Context: an optimization exercise on an open-source flow, tuned for small area and a short achievable clock period. The choices shown serve that exercise and are no tape-out recipe. Only simulation tests tie the RTL to the original design; equivalence was not proved. Power is estimated from default activity; no workload was simulated.

== run A ==
Design riscvsingle, start of the top module:
module riscvsingle(
	clk,
	n_rst,
	PC,
	Instr,
	MemWrite,
	ALUResult,
	WriteData,
	ReadData,
	byte_enable
);
For scale: about 1,300 flip-flops, ~170 I/O pins, roughly 65,000 sq um of cells after synthesis.
export LEC_CHECK = 0
export CAP_MARGIN = 50
export CORE_MARGIN = 2
export CORE_UTILIZATION = 45
export CTS_CLUSTER_DIAMETER = 150
export CTS_CLUSTER_SIZE = 20
export PLACE_DENSITY = 0.6
export SLEW_MARGIN = 50
create_clock -name core_clock -period 16.5 [get_ports {clk}]
standard.sh (not shown) runs the stock make flow with config.mk's settings and CLKGATE_MAP_FILE= SYNTH_SCRIPT=/design/flow/synth_recipe.tcl, a recipe that flattens the netlist after the stock synthesis.
==> flow/flow/run.sh <==
#!/bin/bash
# The standard layout (the standard.sh, unchanged synthesis and steps),
# with one change: the buffers that ORFS puts on every input and output port
# are buf_2 cells instead of the default choice.
set -euo pipefail
bash standard.sh 'BUFFER_PORTS_ARGS=-buffer_cell sky130_fd_sc_hd__buf_2' finish > orfs_make.log 2>&1
The following lists how run B was set up differently from run A:
- a change of CAP_MARGIN from 50 to 20
- a change of SLEW_MARGIN from 50 to 70
### Flow results
Between run A and run B, the difference in total length of routed met2 wires is negligible.
Worst setup path startpoint = AE[11]$_SDFF_PP0_: run A; worst setup path startpoint = ReadData[15]: run B
Reported for run A and run B, total negative slack turned out identical to the last digit.
Summary of run B over run A: HPWL reported at the end of detailed placement rose 12 mm, global-route wire length before repair rose by about 0.8%, power density relative to cell area moved down.
--- input diff run B..run C ---
- swapping 70 for 60 in SLEW_MARGIN
- swapping 0.6 for 0.65 in PLACE_DENSITY
- swapping 45 for 50 in CORE_UTILIZATION
Findings:
- Run B → run C: total length of routed met2 wires down 12 mm, clock distribution area overhead in the final layout flat, power drawn by the combinational cells down about 8%, initial standard-cell utilization of the core up 5.0 points.
- Run C — half-perimeter wire length of the detailed placement result 9.1% lower, run B as reference
- Run C ran to completion and came out clean on the timing, DRC and antenna checks.
- Summary of run C over run B: overall via count from detail_route lower; internal reg-to-reg setup slack went down 110 ps.
#### Input delta (run D over run C)
- SLEW_MARGIN: 60 -> 70
--- outcome ---
- Comparing run D and run C, cell area after layout is higher on run D.
- The number of buffers inserted by port buffering of run D and that of run C are within noise of each other.
- [compare] base=run C new=run D: clock-buffer cell count shows an increase of 3.2%, number of instances in the synthesized netlist stayed essentially flat.

---

== run 1 ==
Starting RTL as in the previous note.
Settings: LEC_CHECK=0, CAP_MARGIN=20, CORE_MARGIN=2, CORE_UTILIZATION=45, CTS_CLUSTER_DIAMETER=150, CTS_CLUSTER_SIZE=20, PLACE_DENSITY=0.6, SLEW_MARGIN=75; clock period 16.5 ns.
Scripts as last shown in full above: flow/flow/run.sh
Run 1 reached the end of the flow, and the finished layout is clean on the timing, DRC and antenna checks.
Modified inputs, run 2 compared to run 1
Settings: swapping 75 for 20 in SLEW_MARGIN.
==> comparison <==
Remaining design rule violation count: run 1 vs run 2 identical. Diff run 1 -> run 2: total power moved down; cell area after layout went down by 10%.
Here is what was changed in the inputs of run 3 compared with run 2.
Settings: changing SLEW_MARGIN from 20 to 50.
==> comparison <==
Run 3: all stages complete, timing, DRC and antenna checks passed. Diff run 3..run 2 | synthesized area | unchanged. The final reports for run 3 and run 2 show portion of the clock cycle consumed by the worst path in the final layout lower in the former. When the final numbers for run 2 and run 3 were put side by side, the wire length on met2 turned out to be greater in run 3. Run 3 reports a lower minimum clock period than run 2 does. Sort run 2 and run 3 by share of total power in sequential cells asc -> top: run 3. Run comparison: run 2 category of the most critical setup path primary input to register; run 3 category of the most critical setup path register to register. On wire length reported by the detailed router, run 2 and run 3 are basically level. Compare run 2 and run 3 | growth of design area from synthesis to finish lower: run 2. In the tables for run 2 and run 3, setup slack reads higher with run 3. On portion of total power attributed to the clock network, the higher figure sits with run 2, not run 3. Non-clock buffer count, run 3 vs run 2: up by a little under 10%. Run 2 -> run 3: maximum achievable frequency increased by a few percent.
#### Input delta (run 4 over run 3)
Settings: SLEW_MARGIN: 50 -> 60.
==> comparison <==
- In terms of routed wire length, run 3 and run 4 differ only marginally.
- STATUS achievable clock frequency: run 4 wins against run 3
- The lower total power of run 3 and run 4 is in run 3.
- Net switching power of the design for run 4: 0.84% up relative to run 3
- Between run 3 and run 4, the difference in worst hold slack is negligible.

==> re-timing with driven ports <==
No port has a modelled driver above. Below, the same layouts with a new extraction and two added sets of constraints. Step 1 sets driving cells, clkbuf_16 on the clock port and buf_2 on the other inputs (assumed; they add their load-dependent delay and slew). Step 2 moves the port delays by t, midway between the first and last clock arrival at a register: inputs arrive t later, outputs are due t later. That takes back most of the time a late clock gives input paths. a / b / c = ideal ports / drivers / drivers and shift; a / b = the first two.
run	shift t [ns]	setup slack, ns	slew at the worst register clock pin (ns)
run A	0.824	10.965 / 10.965 / 10.398	0.11 / 0.11
run B	0.823	11.492 / 11.521 / 10.728	0.11 / 0.11
run C	0.807	11.203 / 11.248 / 10.441	0.11 / 0.11
run D	0.812	11.433 / 11.474 / 10.662	0.10 / 0.10
run 1	0.814	11.474 / 11.514 / 10.718	0.11 / 0.11
run 2	0.820	10.810 / 10.843 / 10.049	0.11 / 0.11
run 3	0.820	11.057 / 11.057 / 10.411	0.11 / 0.11
run 4	0.812	11.076 / 11.135 / 10.323	0.11 / 0.11
After both steps every run listed still meets setup and hold. For run D, which loses most, drivers alone change the setup slack by +0.041 ns; drivers and shift together by -0.771 ns.
